Background: an optimization exercise with open tools, aiming at small area, a short achievable clock period and few clock cycles. Do not read the settings as production practice.
Where RTL was checked, it was by simulation tests only, not by an equivalence proof against the original.
Power figures rest on the tool's default switching activity, not on a simulated workload.

Design P_Liu, start of the top module:
module P_Liu (
	input clk,
	input rst,
	input [15:0] inputLine,
	output [15:0] outputLine,
	output outputLineWrite,
	output [9:0] imem_addr,
	input [15:0] imem_rdata,
	output [9:0] dmem_addr,
	output [15:0] dmem_wdata,
	output dmem_we,
	input [15:0] dmem_rdata
);
	reg [9:0] fa;         
	reg dv;               
	reg [15:0] ir;        
	reg [8:0] sa;         
	reg [9:0] sb;         
	reg xv;               
	reg xp;               
	reg lph;              
	reg [9:0] maddr;      
	reg mwe;              
	reg [15:0] wdr;       
	reg owr;              
	reg [15:0] sp, ra, pc;
	reg [15:0] x0, x1, x2, x3, x4, x5, x6, x7;
	assign imem_addr = fa;
	assign dmem_addr = maddr;
	assign dmem_we = mwe;
	assign dmem_wdata = wdr;
	assign outputLine = wdr;
	assign outputLineWrite = owr;
	wire [15:0] iw = imem_rdata;
	wire d_load = (iw[15:12] == 4'b0101) | (iw[15:6] == 10'b0111000011) |
	              (iw[15:10] == 6'b001110);
	wire d_a_rs2 = iw[15:12] == 4'b0000;
	wire d_a_ra  = iw[15:11] == 5'b00111;
	wire [2:0] d_ra = d_a_rs2 ? iw[8:6] : iw[2:0];
	wire [8:0] d_sa = d_a_ra ? 9'h100 : {1'b0, 8'd1 << d_ra};
	wire d_g_sp = iw[15:10] == 6'b011101;
	wire d_b_sp = (d_g_sp & ((iw[9:3] == 7'b0100000) | (iw[9:3] == 7'b0000000))) |
	              (iw[15:10] == 6'b011110) | (iw[15:11] == 5'b00111) |
	              (iw[15:13] == 3'b010);
	wire d_b_pc = d_g_sp & ((iw[9:3] == 7'b1100000) | (iw[9:3] == 7'b1000000));
	wire [9:0] d_sb = d_b_sp ? 10'h100 : (d_b_pc ? 10'h200 : {2'b00, 8'd1 << iw[5:3]});
	wire d_far = (iw[15:10] == 6'b001111) | (iw[15:10] == 6'b011111) |
  ...
Settings: LEC_CHECK=0, CAP_MARGIN=20, CORE_MARGIN=2, CORE_UTILIZATION=40, SLEW_MARGIN=20; clock period 11.0 ns.
standard.sh (not shown) runs the stock make flow with config.mk's settings and CLKGATE_MAP_FILE= SYNTH_SCRIPT=/design/flow/synth_recipe.tcl, a recipe that flattens the netlist after the stock synthesis.
==> flow/flow/run.sh <==
#!/bin/bash
# Standard ORFS layout, with timing repair asked to leave a larger setup
# margin than the 11 ns clock needs, so that the achieved period shrinks.
set -euo pipefail
bash standard.sh SETUP_SLACK_MARGIN=6.5 finish > standard_make.log 2>&1
The starting point ran to the end with no violations.
Testbench counts at the start, summed over its fixed seeds: cycles 59,843.
Then changed:
==> flow/flow/run.sh (replaced) <==
#!/bin/bash
set -euo pipefail
bash standard.sh SETUP_SLACK_MARGIN=6.5 TNS_END_PERCENT=10 finish > standard_make.log 2>&1
- non-clock buffer count goes down by 35
- fmax barely changes
- final area goes down by 2.3%
- sequential share of layout area goes up by 0.82 points
- setup slack gets better by 13 ps
- utilization goes down by 1.2 points
- sequential power stays flat

* * *

Another version of the RTL of P_Liu (not shown whole).
Size: roughly 2,200 cells after synthesis, ~240 flip-flops, ~100 I/O pins, ~19,000 um^2 of cells after synthesis.
// P_Liu
module P_Liu (
	input clk,
	input rst,
	input [15:0] inputLine,
	output [15:0] outputLine,
	output outputLineWrite,
	output [9:0] imem_addr,
	input [15:0] imem_rdata,
	output [9:0] dmem_addr,
	output [15:0] dmem_wdata,
	output dmem_we,
	input [15:0] dmem_rdata
);
clock: 11.0 ns
lec_check: 0
cap_margin: 20
core_margin: 2
core_utilization: 40
slew_margin: 20
run.sh (not shown) runs the stock make flow with config.mk's settings and CLKGATE_MAP_FILE= SYNTH_SCRIPT=/design/flow/synth_recipe.tcl, a recipe that flattens the netlist after the stock synthesis.
Stock flow here: none of the scripts above is used.
The baseline ran to the end with no violations.
==> next run, changes <==
SETUP_SLACK_MARGIN = 5   (was default)
After rerunning:
- wire length rose by 12%
- sequential cell count does not change
- fmax rose by 20%
- synthesized cell count does not change
- utilization rose by 0.83 points
- total power rose by 4.7%
- final cell count rose by 0.42%
No functional check of the RTL was part of any run of this note.

* * *

## oak
P_Liu, a different RTL version from the one above (not shown whole).
Size: roughly 250 flip-flops, roughly 100 I/O pins, ~17000 um2 of cells after synthesis.
Settings: LEC_CHECK=0, CAP_MARGIN=20, CORE_MARGIN=2, CORE_UTILIZATION=40, SLEW_MARGIN=20; clock period 11.0 ns.
standard.sh (not shown) runs the stock make flow with config.mk's settings and CLKGATE_MAP_FILE= SYNTH_SCRIPT=/design/flow/synth_recipe.tcl, a recipe that flattens the netlist after the stock synthesis.
==> flow/flow/run.sh <==
#!/bin/bash
set -euo pipefail
bash standard.sh SETUP_SLACK_MARGIN=7 TNS_END_PERCENT=10 \
  CAP_MARGIN=0 SLEW_MARGIN=0 \
  "CTS_BUF_LIST=sky130_fd_sc_hd__clkbuf_4 sky130_fd_sc_hd__clkbuf_8" \
  finish > standard_make.log 2>&1
Testbench counts of oak, summed over its fixed seeds: cycles 59,843.
diff inputs: oak => pine
==> flow/flow/run.sh <==
#!/bin/bash
set -euo pipefail
bash standard.sh SETUP_SLACK_MARGIN=6.8 TNS_END_PERCENT=10 \
  "BUFFER_PORTS_ARGS=-buffer_cell sky130_fd_sc_hd__buf_2" \
  finish > standard_make.log 2>&1
==> comparison <==
Changes observed in pine relative to oak: first-pass GRT wire length decreased 1.7%, via density per instance increased 0.085, final instance count without filler cells decreased 52, fraction of area in multi-input gates increased 1.3 points. NOTE via total after detailed routing oak->pine decreased slightly. pine vs oak on sequential share of layout area: pine is the higher one. Diff oak -> pine | met3 routed wirelength | down by a few percent.
Here is what was changed in the inputs of birch compared with pine.
==> flow/flow/run.sh <==
#!/bin/bash
set -euo pipefail
bash standard.sh SETUP_SLACK_MARGIN=7 TNS_END_PERCENT=10 finish > standard_make.log 2>&1
Findings:
- Sequential share of layout area: birch < pine
- In the tables for birch and pine, number of vias per cell after detailed routing reads lower with birch.
- Clock latency on the worst-skew pair was higher in pine than in birch.
- Power delta for birch relative to pine: 0.94% lower
- Between birch and pine, the sequential power does not differ in any meaningful way.
- Maximum operating frequency (birch over pine): decrease, 2.6%
What maple does differently from birch at the input level:
==> flow/flow/run.sh <==
#!/bin/bash
set -euo pipefail
bash standard.sh SETUP_SLACK_MARGIN=7 TNS_END_PERCENT=10 \
  "BUFFER_PORTS_ARGS=-buffer_cell sky130_fd_sc_hd__buf_2" \
  finish > standard_make.log 2>&1
Findings:
Between maple and birch, stage delay of the slowest cell on the critical path is higher for maple, birch comes in under that.
In maple the maximum number of pins on one net before global-route repair turned out 9 higher than in birch.
Summary — part of the power in registers, maple relative to birch: lower, by 0.2 points.
maple was carried through to the last stage, and its layout satisfied the timing, DRC and antenna checks.
diff inputs: maple => cedar
--- a/flow/flow/run.sh
+++ b/flow/flow/run.sh
@@ -3 +3 @@
-bash standard.sh SETUP_SLACK_MARGIN=7 TNS_END_PERCENT=10 \
+bash standard.sh SETUP_SLACK_MARGIN=6.5 TNS_END_PERCENT=5 \
[summary]
Termination of the worst setup path = x0[0]$_DFFE_PP_: cedar; termination of the worst setup path = x2[6]$_DFFE_PP_: maple. Number of buffers created by CTS came out exactly the same in maple and cedar. cedar has clock period minus final worst setup slack below what maple had. Power density over the cells: maple vs cedar — no meaningful difference. On via count, maple tracks cedar almost exactly.

* * *

Another version of the RTL of P_Liu (not shown whole).
For scale: ~1900 cells after synthesis, ~290 flip-flops, ~0.019 mm^2 of cells after synthesis.
clock: 11.0 ns
lec_check: 0
cap_margin: 20
core_margin: 2
core_utilization: 60
slew_margin: 20
==> flow/flow/run.sh <==
#!/bin/bash
set -euo pipefail
bash standard.sh SETUP_SLACK_MARGIN=7.3 TNS_END_PERCENT=10 finish > standard_make.log 2>&1
The baseline went through all stages and came out clean.
Testbench counts at the start, summed over its fixed seeds: cycles 59,843.
Next try:
CORE_UTILIZATION = 40   (was 60)
What happened: The changed run completed without violations. Core utilization goes down by 24 points. Register-to-register slack improved by 250 ps. Clock-buffer cell count goes up by 1. Cell area goes up by 3.5%. Hold slack got worse by 4.8 ps. Sequential share of layout area goes down by 1.1 points. Wire length goes down by 0.94%. Power goes down by 0.34%. Worst setup slack improved by 280 ps.

* * *

yarrow:
P_Liu with an RTL version that a note above also has.
Size in the first run: about 250 flip-flops, about 100 I/O pins.
clock: 11.0 ns
lec_check: 0
cap_margin: 20
core_margin: 2
core_utilization: 40
slew_margin: 20
==> flow/flow/run.sh <==
#!/bin/bash
set -euo pipefail
bash standard.sh SETUP_SLACK_MARGIN=6 TNS_END_PERCENT=10 \
  "BUFFER_PORTS_ARGS=-buffer_cell sky130_fd_sc_hd__buf_2" \
  finish > standard_make.log 2>&1
Testbench counts of yarrow, summed over its fixed seeds: cycles 59,843.
Relative to yarrow, the following input files were edited for sierra:
==> flow/flow/run.sh <==
#!/bin/bash
set -euo pipefail
bash standard.sh SETUP_SLACK_MARGIN=6.5 TNS_END_PERCENT=10 \
  "BUFFER_PORTS_ARGS=-buffer_cell sky130_fd_sc_hd__buf_2" \
  finish > standard_make.log 2>&1
## What came out
Status: worst setup skew after layout parity (sierra, yarrow)
Sort yarrow and sierra by stage delay of the slowest cell on the critical path, descending, and yarrow comes first.
sierra has first-pass GRT wire length below what yarrow had.
Wire length on met3 for sierra: 0.33% down relative to yarrow
sierra vs yarrow: area added between synthesis and finish up in sierra
Compared with yarrow, sierra ends up with a larger final cell area.
Modified inputs, violet compared to sierra
diff --git a/flow/flow/run.sh b/flow/flow/run.sh
--- a/flow/flow/run.sh
+++ b/flow/flow/run.sh
@@ -2,2 +2,5 @@
 set -euo pipefail
+bash standard.sh TNS_END_PERCENT=10 \
+  "BUFFER_PORTS_ARGS=-buffer_cell sky130_fd_sc_hd__buf_2" \
+  floorplan > standard_make_floorplan.log 2>&1
 bash standard.sh SETUP_SLACK_MARGIN=6.5 TNS_END_PERCENT=10 \
Results
Diff sierra -> violet: vias after detailed routing went up; share of final layout cell area taken by clock buffers and inverters about even; power consumed by the clock network ~0 delta.

re-timing with driven ports:
How much do the figures lean on ideal ports? The routed layouts below were timed once more, with nothing changed but the port constraints.
Step 1 sets driving cells, clkbuf_16 on the clock port and buf_2 on the other inputs (assumed; they add their load-dependent delay and slew).
Step 2 adds t to the input delays and takes it off the output delays; t is the mean of the earliest and latest rising clock arrival at the registers after step 1. Input paths then give back, and output paths get back, about the clock's delay inside the block.
Three values: no drivers, after step 1, after step 2; two values: the first two.
| run | t (ns) | setup slack, ns | worst register clock-pin slew, ns |
|---|---|---|---|
| the first run of note 1 | 0.615 | 6.401 / 6.401 / 5.962 | 0.06 / 0.06 |
| the second run of note 1 | 0.611 | 6.414 / 6.414 / 5.842 | 0.06 / 0.06 |
| the first run of note 2 | 0.651 | 4.022 / 4.022 / 4.022 | 0.07 / 0.07 |
| the second run of note 2 | 0.663 | 5.165 / 5.165 / 5.165 | 0.07 / 0.07 |
| oak | 0.685 | 6.354 / 6.386 / 5.701 | 0.08 / 0.08 |
| pine | 0.657 | 6.578 / 6.578 / 5.990 | 0.07 / 0.07 |
| birch | 0.619 | 6.461 / 6.494 / 5.876 | 0.08 / 0.08 |
| maple | 0.618 | 6.377 / 6.415 / 5.797 | 0.07 / 0.07 |
| cedar | 0.623 | 6.413 / 6.434 / 5.811 | 0.07 / 0.07 |
| the first run of note 4 | 0.657 | 6.610 / 6.645 / 5.988 | 0.07 / 0.07 |
| the second run of note 4 | 0.624 | 6.888 / 6.910 / 6.304 | 0.07 / 0.07 |
| yarrow | 0.615 | 6.044 / 6.044 / 5.522 | 0.07 / 0.07 |
| sierra | 0.625 | 6.450 / 6.450 / 5.945 | 0.07 / 0.07 |
| violet | 0.611 | 6.430 / 6.462 / 5.851 | 0.07 / 0.07 |
After both steps every run listed still meets setup and hold. The setup slack of oak, which loses most, moves by +0.032 ns with the drivers and by -0.653 ns with both steps.
